This is an optimization exercise on Yosys and OpenROAD, whose aim is small area, a short achievable clock period and few clock cycles per item, not a production implementation. At most, simulation tests tie the RTL to the original design; equivalence was not proved.

==> inputs of 05-01 <==
Design divider_400bit, start of the top module:
module divider_400bit (
    input wire clk,
    input wire rst,
    input wire start,
    input wire [399:0] dividend,
    input wire [7:0] divisor,
    output reg [399:0] quotient,
    output reg done
);
    reg busy;
    reg [5:0] idx;           
    reg [8:0] chunk;          
    reg [7:0] rem;                
    reg [10:0] m1;           
    reg [10:0] m2;           
    reg [10:0] m3;           
    reg [10:0] m4;           
    reg [10:0] m5;           
    reg [10:0] m6;           
    reg [10:0] m7;           
    wire [404:0] dpad = {{5{1'b0}}, dividend};
    reg [8:0] nchunk;
    integer j;
    always @* begin
        nchunk = 9'd0;
        for (j = 0; j < 45; j = j + 1)
            if (idx == j) nchunk = nchunk | dpad[404 - 9*j -: 9];
    end
    wire [7:0] dv = divisor;
    wire [7:0] r0 = rem;
    wire [10:0] t0 = {r0, chunk[8:6]};
    wire [11:0] df0_1 = {1'b0, t0} - {1'b0, m1};
    wire [11:0] df0_2 = {1'b0, t0} - {1'b0, m2};
  ...
==> module divider_400bit, before the edit <==
module divider_400bit (
    input wire clk,
    input wire rst,
    input wire start,
    input wire [399:0] dividend,
    input wire [7:0] divisor,
    output reg [399:0] quotient,
    output reg done
);
    reg busy;
    reg [5:0] idx;           
    reg [8:0] chunk;          
    reg [7:0] rem;                
    reg [10:0] m1;           
    reg [10:0] m2;           
    reg [10:0] m3;           
    reg [10:0] m4;           
    reg [10:0] m5;           
    reg [10:0] m6;           
    reg [10:0] m7;           
    wire [404:0] dpad = {{5{1'b0}}, dividend};
    reg [8:0] nchunk;
    integer j;
    always @* begin
        nchunk = 9'd0;
        for (j = 0; j < 45; j = j + 1)
            if (idx == j) nchunk = nchunk | dpad[404 - 9*j -: 9];
    end
    wire [7:0] dv = divisor;
    wire [7:0] r0 = rem;
    wire [10:0] t0 = {r0, chunk[8:6]};
    wire [11:0] df0_1 = {1'b0, t0} - {1'b0, m1};
    wire [11:0] df0_2 = {1'b0, t0} - {1'b0, m2};
    wire [11:0] df0_3 = {1'b0, t0} - {1'b0, m3};
    wire [11:0] df0_4 = {1'b0, t0} - {1'b0, m4};
    wire [11:0] df0_5 = {1'b0, t0} - {1'b0, m5};
    wire [11:0] df0_6 = {1'b0, t0} - {1'b0, m6};
    wire [11:0] df0_7 = {1'b0, t0} - {1'b0, m7};
    reg [7:0] r1; reg [2:0] q0;
    always @* begin
        r1 = t0[7:0]; q0 = 3'd0;
        if (!df0_1[11]) begin r1 = df0_1[7:0]; q0 = 3'd1; end
        if (!df0_2[11]) begin r1 = df0_2[7:0]; q0 = 3'd2; end
        if (!df0_3[11]) begin r1 = df0_3[7:0]; q0 = 3'd3; end
        if (!df0_4[11]) begin r1 = df0_4[7:0]; q0 = 3'd4; end
        if (!df0_5[11]) begin r1 = df0_5[7:0]; q0 = 3'd5; end
        if (!df0_6[11]) begin r1 = df0_6[7:0]; q0 = 3'd6; end
        if (!df0_7[11]) begin r1 = df0_7[7:0]; q0 = 3'd7; end
    end
    wire [10:0] t1 = {r1, chunk[5:3]};
    wire [11:0] df1_1 = {1'b0, t1} - {1'b0, m1};
    wire [11:0] df1_2 = {1'b0, t1} - {1'b0, m2};
    wire [11:0] df1_3 = {1'b0, t1} - {1'b0, m3};
    wire [11:0] df1_4 = {1'b0, t1} - {1'b0, m4};
    wire [11:0] df1_5 = {1'b0, t1} - {1'b0, m5};
    wire [11:0] df1_6 = {1'b0, t1} - {1'b0, m6};
    wire [11:0] df1_7 = {1'b0, t1} - {1'b0, m7};
    reg [7:0] r2; reg [2:0] q1;
    always @* begin
        r2 = t1[7:0]; q1 = 3'd0;
        if (!df1_1[11]) begin r2 = df1_1[7:0]; q1 = 3'd1; end
        if (!df1_2[11]) begin r2 = df1_2[7:0]; q1 = 3'd2; end
        if (!df1_3[11]) begin r2 = df1_3[7:0]; q1 = 3'd3; end
        if (!df1_4[11]) begin r2 = df1_4[7:0]; q1 = 3'd4; end
        if (!df1_5[11]) begin r2 = df1_5[7:0]; q1 = 3'd5; end
        if (!df1_6[11]) begin r2 = df1_6[7:0]; q1 = 3'd6; end
        if (!df1_7[11]) begin r2 = df1_7[7:0]; q1 = 3'd7; end
    end
    wire [10:0] t2 = {r2, chunk[2:0]};
    wire [11:0] df2_1 = {1'b0, t2} - {1'b0, m1};
    wire [11:0] df2_2 = {1'b0, t2} - {1'b0, m2};
    wire [11:0] df2_3 = {1'b0, t2} - {1'b0, m3};
    wire [11:0] df2_4 = {1'b0, t2} - {1'b0, m4};
    wire [11:0] df2_5 = {1'b0, t2} - {1'b0, m5};
    wire [11:0] df2_6 = {1'b0, t2} - {1'b0, m6};
    wire [11:0] df2_7 = {1'b0, t2} - {1'b0, m7};
    reg [7:0] r3; reg [2:0] q2;
    always @* begin
        r3 = t2[7:0]; q2 = 3'd0;
        if (!df2_1[11]) begin r3 = df2_1[7:0]; q2 = 3'd1; end
        if (!df2_2[11]) begin r3 = df2_2[7:0]; q2 = 3'd2; end
        if (!df2_3[11]) begin r3 = df2_3[7:0]; q2 = 3'd3; end
        if (!df2_4[11]) begin r3 = df2_4[7:0]; q2 = 3'd4; end
        if (!df2_5[11]) begin r3 = df2_5[7:0]; q2 = 3'd5; end
        if (!df2_6[11]) begin r3 = df2_6[7:0]; q2 = 3'd6; end
        if (!df2_7[11]) begin r3 = df2_7[7:0]; q2 = 3'd7; end
    end
    wire [8:0] qk = {q0, q1, q2};
    always @(posedge clk) begin
        if (busy) begin
            quotient <= {quotient[390:0], qk};
            rem <= r3;
            chunk <= nchunk;
        end else if (start) begin
            rem <= 8'd0;
            chunk <= nchunk;
            m1 <= (11'd1 * {{3{1'b0}}, dv});
            m2 <= (11'd2 * {{3{1'b0}}, dv});
            m3 <= (11'd3 * {{3{1'b0}}, dv});
            m4 <= (11'd4 * {{3{1'b0}}, dv});
            m5 <= (11'd5 * {{3{1'b0}}, dv});
            m6 <= (11'd6 * {{3{1'b0}}, dv});
            m7 <= (11'd7 * {{3{1'b0}}, dv});
        end
    end
    always @(posedge clk or posedge rst) begin
        if (rst) begin
            busy <= 1'b0; done <= 1'b0; idx <= 0;
        end else begin
            done <= 1'b0;
            if (busy) begin
                if (idx == 6'd45) begin busy <= 1'b0; done <= 1'b1; idx <= 0; end
                else idx <= idx + 1'b1;
            end else if (start) begin
                busy <= 1'b1; idx <= 1;
            end
        end
    end
endmodule
export LEC_CHECK = 0
export CAP_MARGIN = 20
export CORE_MARGIN = 2
export CORE_UTILIZATION = 40
export SLEW_MARGIN = 20
create_clock -name core_clock -period 40.0 [get_ports {clk}]
standard.sh (not shown) runs the stock make flow with config.mk's settings and CLKGATE_MAP_FILE= SYNTH_SCRIPT=/design/flow/synth_recipe.tcl, a recipe that flattens the netlist after the stock synthesis.
==> flow/flow/run.sh <==
#!/bin/bash
# Own layout flow: the standard flow (standard.sh) with smaller port buffers,
# a lighter clock tree and a timing-repair margin. Every tool's output goes to a log
# file in this folder (make_*.log) and ORFS's own logs under orfs/logs/.
set -euo pipefail
cd "$(dirname "$0")/.."
# Port buffers: one small buffer on every input and output port.
export BUFFER_PORTS_ARGS="-buffer_cell sky130_fd_sc_hd__buf_1"
# Clock tree: smaller clock buffers, bigger sink clusters, no dummy loads.
export CTS_ARGS="-sink_clustering_enable -repair_clock_nets -buf_list {sky130_fd_sc_hd__clkbuf_8} -sink_clustering_size 15 -sink_clustering_max_diameter 80 -dont_use_dummy_load"
# Timing repair aims for this much setup slack (ns) at the design's clock period.
export SETUP_SLACK_MARGIN=31
export TNS_END_PERCENT=100
bash standard.sh finish > make_finish.log 2>&1
==> inputs of 02-04, as changes to 05-01 <==
==> flow/design.v (replaced) <==
module divider_400bit (
    input wire clk,
    input wire rst,
    input wire start,
    input wire [399:0] dividend,
    input wire [7:0] divisor,
    output reg [399:0] quotient,
    output reg done
);
    reg busy;                     
    reg setup;                    
    reg [5:0] idx;             
    reg [8:0] chunk;            
    reg [7:0] rem;                
    reg [7:0] dvs;                
    reg [10:0] mul3;            
    reg [10:0] mul5;            
    reg [10:0] mul7;            
    wire [404:0] dpad = {5'd0, dividend};
    reg [8:0] nchunk;
    integer j;
    always @* begin
        nchunk = 9'd0;
        for (j = 0; j < 45; j = j + 1)
            nchunk = nchunk | (dpad[404 - 9*j -: 9] & {9{idx == j}});
    end
    wire [7:0] r0 = rem;
    wire [10:0] t0 = {r0, chunk[8:6]};
    wire [11:0] df0_1 = {1'b0, t0} - {1'b0, {3'd0, dvs}};
    wire [11:0] df0_2 = {1'b0, t0} - {1'b0, ({3'd0, dvs} << 1)};
    wire [11:0] df0_3 = {1'b0, t0} - {1'b0, mul3};
    wire [11:0] df0_4 = {1'b0, t0} - {1'b0, ({3'd0, dvs} << 2)};
    wire [11:0] df0_5 = {1'b0, t0} - {1'b0, mul5};
    wire [11:0] df0_6 = {1'b0, t0} - {1'b0, (mul3 << 1)};
    wire [11:0] df0_7 = {1'b0, t0} - {1'b0, mul7};
    reg [7:0] r1;
    reg [2:0] q0;
    always @* begin
        r1 = t0[7:0];
        q0 = 3'd0;
        if (!df0_1[11]) begin r1 = df0_1[7:0]; q0 = 3'd1; end
        if (!df0_2[11]) begin r1 = df0_2[7:0]; q0 = 3'd2; end
        if (!df0_3[11]) begin r1 = df0_3[7:0]; q0 = 3'd3; end
        if (!df0_4[11]) begin r1 = df0_4[7:0]; q0 = 3'd4; end
        if (!df0_5[11]) begin r1 = df0_5[7:0]; q0 = 3'd5; end
        if (!df0_6[11]) begin r1 = df0_6[7:0]; q0 = 3'd6; end
        if (!df0_7[11]) begin r1 = df0_7[7:0]; q0 = 3'd7; end
    end
    wire [10:0] t1 = {r1, chunk[5:3]};
    wire [11:0] df1_1 = {1'b0, t1} - {1'b0, {3'd0, dvs}};
    wire [11:0] df1_2 = {1'b0, t1} - {1'b0, ({3'd0, dvs} << 1)};
    wire [11:0] df1_3 = {1'b0, t1} - {1'b0, mul3};
    wire [11:0] df1_4 = {1'b0, t1} - {1'b0, ({3'd0, dvs} << 2)};
    wire [11:0] df1_5 = {1'b0, t1} - {1'b0, mul5};
    wire [11:0] df1_6 = {1'b0, t1} - {1'b0, (mul3 << 1)};
    wire [11:0] df1_7 = {1'b0, t1} - {1'b0, mul7};
    reg [7:0] r2;
    reg [2:0] q1;
    always @* begin
        r2 = t1[7:0];
        q1 = 3'd0;
        if (!df1_1[11]) begin r2 = df1_1[7:0]; q1 = 3'd1; end
        if (!df1_2[11]) begin r2 = df1_2[7:0]; q1 = 3'd2; end
        if (!df1_3[11]) begin r2 = df1_3[7:0]; q1 = 3'd3; end
        if (!df1_4[11]) begin r2 = df1_4[7:0]; q1 = 3'd4; end
        if (!df1_5[11]) begin r2 = df1_5[7:0]; q1 = 3'd5; end
        if (!df1_6[11]) begin r2 = df1_6[7:0]; q1 = 3'd6; end
        if (!df1_7[11]) begin r2 = df1_7[7:0]; q1 = 3'd7; end
    end
    wire [10:0] t2 = {r2, chunk[2:0]};
    wire [11:0] df2_1 = {1'b0, t2} - {1'b0, {3'd0, dvs}};
    wire [11:0] df2_2 = {1'b0, t2} - {1'b0, ({3'd0, dvs} << 1)};
    wire [11:0] df2_3 = {1'b0, t2} - {1'b0, mul3};
    wire [11:0] df2_4 = {1'b0, t2} - {1'b0, ({3'd0, dvs} << 2)};
    wire [11:0] df2_5 = {1'b0, t2} - {1'b0, mul5};
    wire [11:0] df2_6 = {1'b0, t2} - {1'b0, (mul3 << 1)};
    wire [11:0] df2_7 = {1'b0, t2} - {1'b0, mul7};
    reg [7:0] r3;
    reg [2:0] q2;
    always @* begin
        r3 = t2[7:0];
        q2 = 3'd0;
        if (!df2_1[11]) begin r3 = df2_1[7:0]; q2 = 3'd1; end
        if (!df2_2[11]) begin r3 = df2_2[7:0]; q2 = 3'd2; end
        if (!df2_3[11]) begin r3 = df2_3[7:0]; q2 = 3'd3; end
        if (!df2_4[11]) begin r3 = df2_4[7:0]; q2 = 3'd4; end
        if (!df2_5[11]) begin r3 = df2_5[7:0]; q2 = 3'd5; end
        if (!df2_6[11]) begin r3 = df2_6[7:0]; q2 = 3'd6; end
        if (!df2_7[11]) begin r3 = df2_7[7:0]; q2 = 3'd7; end
    end
    wire [8:0] qk = {q0, q1, q2};
    always @(posedge clk) begin
        dvs <= divisor;
        mul3 <= 11'd3 * {3'd0, dvs};
        mul5 <= 11'd5 * {3'd0, dvs};
        mul7 <= 11'd7 * {3'd0, dvs};
        chunk <= nchunk;
        rem <= (busy && !setup) ? r3 : 8'd0;
        if (busy)
            quotient <= {quotient[390:0], qk};
    end
    always @(posedge clk or posedge rst) begin
        if (rst) begin
            busy <= 1'b0;
            setup <= 1'b0;
            done <= 1'b0;
            idx <= 6'd0;
        end else begin
            done <= 1'b0;
            setup <= 1'b0;
            if (busy) begin
                if (idx == 6'd45) begin
                    busy <= 1'b0;
                    done <= 1'b1;
                    idx <= 6'd0;
                end else begin
                    idx <= idx + 1'b1;
                end
            end else if (start) begin
                busy <= 1'b1;
                setup <= 1'b1;
            end
        end
    end
endmodule
--- a/flow/flow/run.sh
+++ b/flow/flow/run.sh
@@ -9,6 +9,6 @@
 # Clock tree: smaller clock buffers, bigger sink clusters, no dummy loads.
 export CTS_ARGS="-sink_clustering_enable -repair_clock_nets -buf_list {sky130_fd_sc_hd__clkbuf_8} -sink_clustering_size 15 -sink_clustering_max_diameter 80 -dont_use_dummy_load"
 # Timing repair aims for this much setup slack (ns) at the design's clock period.
-export SETUP_SLACK_MARGIN=31
-export TNS_END_PERCENT=100
+export SETUP_SLACK_MARGIN=30
+export TNS_END_PERCENT=20
 bash standard.sh finish > make_finish.log 2>&1
==> inputs of 08-13, as changes to 05-01 <==
==> flow/run.sh (new file) <==
#!/bin/bash
# synth_recipe.tcl (not shown) runs the flow's synth.tcl, then flattens the netlist and writes it again
# the make line also repeats each setting of config.mk as NAME=value (left out here)
make -C /OpenROAD-flow-scripts/flow DESIGN_CONFIG=/design/flow/config.mk WORK_HOME=/design/flow/orfs CLKGATE_MAP_FILE= SYNTH_SCRIPT=/design/flow/synth_recipe.tcl finish
removed: flow/flow/run.sh
removed: flow/standard.sh
==> inputs of 07-12, as changes to 05-01 <==
==> flow/flow/run.sh (replaced) <==
#!/bin/bash
# Own layout flow: the standard flow (standard.sh) with smaller port buffers,
# a lighter clock tree and a timing-repair margin. Every tool's output goes to a log
# file in this folder (make_*.log) and ORFS's own logs under orfs/logs/.
set -euo pipefail
cd "$(dirname "$0")/.."
# Port buffers: one small buffer on every input and output port.
export BUFFER_PORTS_ARGS="-buffer_cell sky130_fd_sc_hd__buf_2"
# Clock tree: smaller clock buffers, bigger sink clusters, no dummy loads.
export CTS_ARGS="-sink_clustering_enable -repair_clock_nets -buf_list {sky130_fd_sc_hd__clkbuf_8} -sink_clustering_size 12 -sink_clustering_max_diameter 60 -dont_use_dummy_load"
# Timing repair aims for this much setup slack (ns) at the design's clock period.
export SETUP_SLACK_MARGIN=32
export TNS_END_PERCENT=100
bash standard.sh finish > make_finish.log 2>&1
==> qor summary <==
|  | 05-01 | 08-13 | 02-04 | 07-12 |
|---|---|---|---|---|
| Run status | complete, no violations | complete, no violations | complete, no violations | complete, no violations |
| Growth of design area from synthesis to finish | 36.88% | 43.57% | 19.84% | 47.71% |
| Wirelength per Cell | 30.91 um | 32.44 um | 31.66 um | 31.25 um |
| Register-to-Register Setup Slack | 31.17 ns | 30.04 ns | 30.64 ns | 32.22 ns |
| Slowest-stage cell, CP | sky130_fd_sc_hd__fa_1 | sky130_fd_sc_hd__clkdlybuf4s50_1 | sky130_fd_sc_hd__nor3_1 | sky130_fd_sc_hd__fa_1 |
| Netlist Area Pre-Place | 0.02556 mm2 | 0.02556 mm2 | 0.02552 mm2 | 0.02556 mm2 |
| Distinct cell type count after synthesis | 83 | 83 | 88 | 83 |
| Reg2Reg Capture Point | rem[2] | rem[6] | rem[5] | rem[5] |
| Synth Area in Compound Gates | 0.1898 | 0.1898 | 0.1900 | 0.1898 |
| Unrepaired setup endpoints after global routing | true | false | false | true |
| Multi-In Gates | 1469 | 1468 | 1556 | 1469 |
| Worst r2r path cells | 33 | 32 | 34 | 33 |
| PostCTS Resize Cnt | 283 | 0 | 0 | 259 |
| Critical path buffers and inverters | 3 | 3 | 1 | 3 |
Testbench counts of 02-04, summed over its fixed seeds: cycles 15,040, items 320.
Only the layout flow was run in 05-01, 08-13 and 07-12; the RTL was not checked for function there.

static timing again, ports no longer ideal:
The flow's constraints put no driver on any port. The routed layouts listed below were extracted and timed again, unchanged, in two steps.
Step 1 assumes that a clkbuf_16 drives the clock port and a buf_2 every other input.
Step 2 moves the port delays by t, midway between the first and last clock arrival at a register: inputs arrive t later, outputs are due t later. That takes back most of the time a late clock gives input paths.
a / b / c = ideal / step 1 / step 2; a / b = the first two.
run | t, ns | setup slack, ns | worst setup path after step 2
05-01 | 0.657 | 30.528 / 30.540 / 29.883 | input to register
02-04 | 0.652 | 30.397 / 30.441 / 29.789 | input to register
08-13 | 0.663 | 29.570 / 29.613 / 28.950 | input to register
07-12 | 0.686 | 30.500 / 30.518 / 29.832 | input to register
After both steps every run listed still meets setup and hold. For 07-12, which loses most, drivers alone change the setup slack by +0.018 ns; drivers and shift together by -0.668 ns.
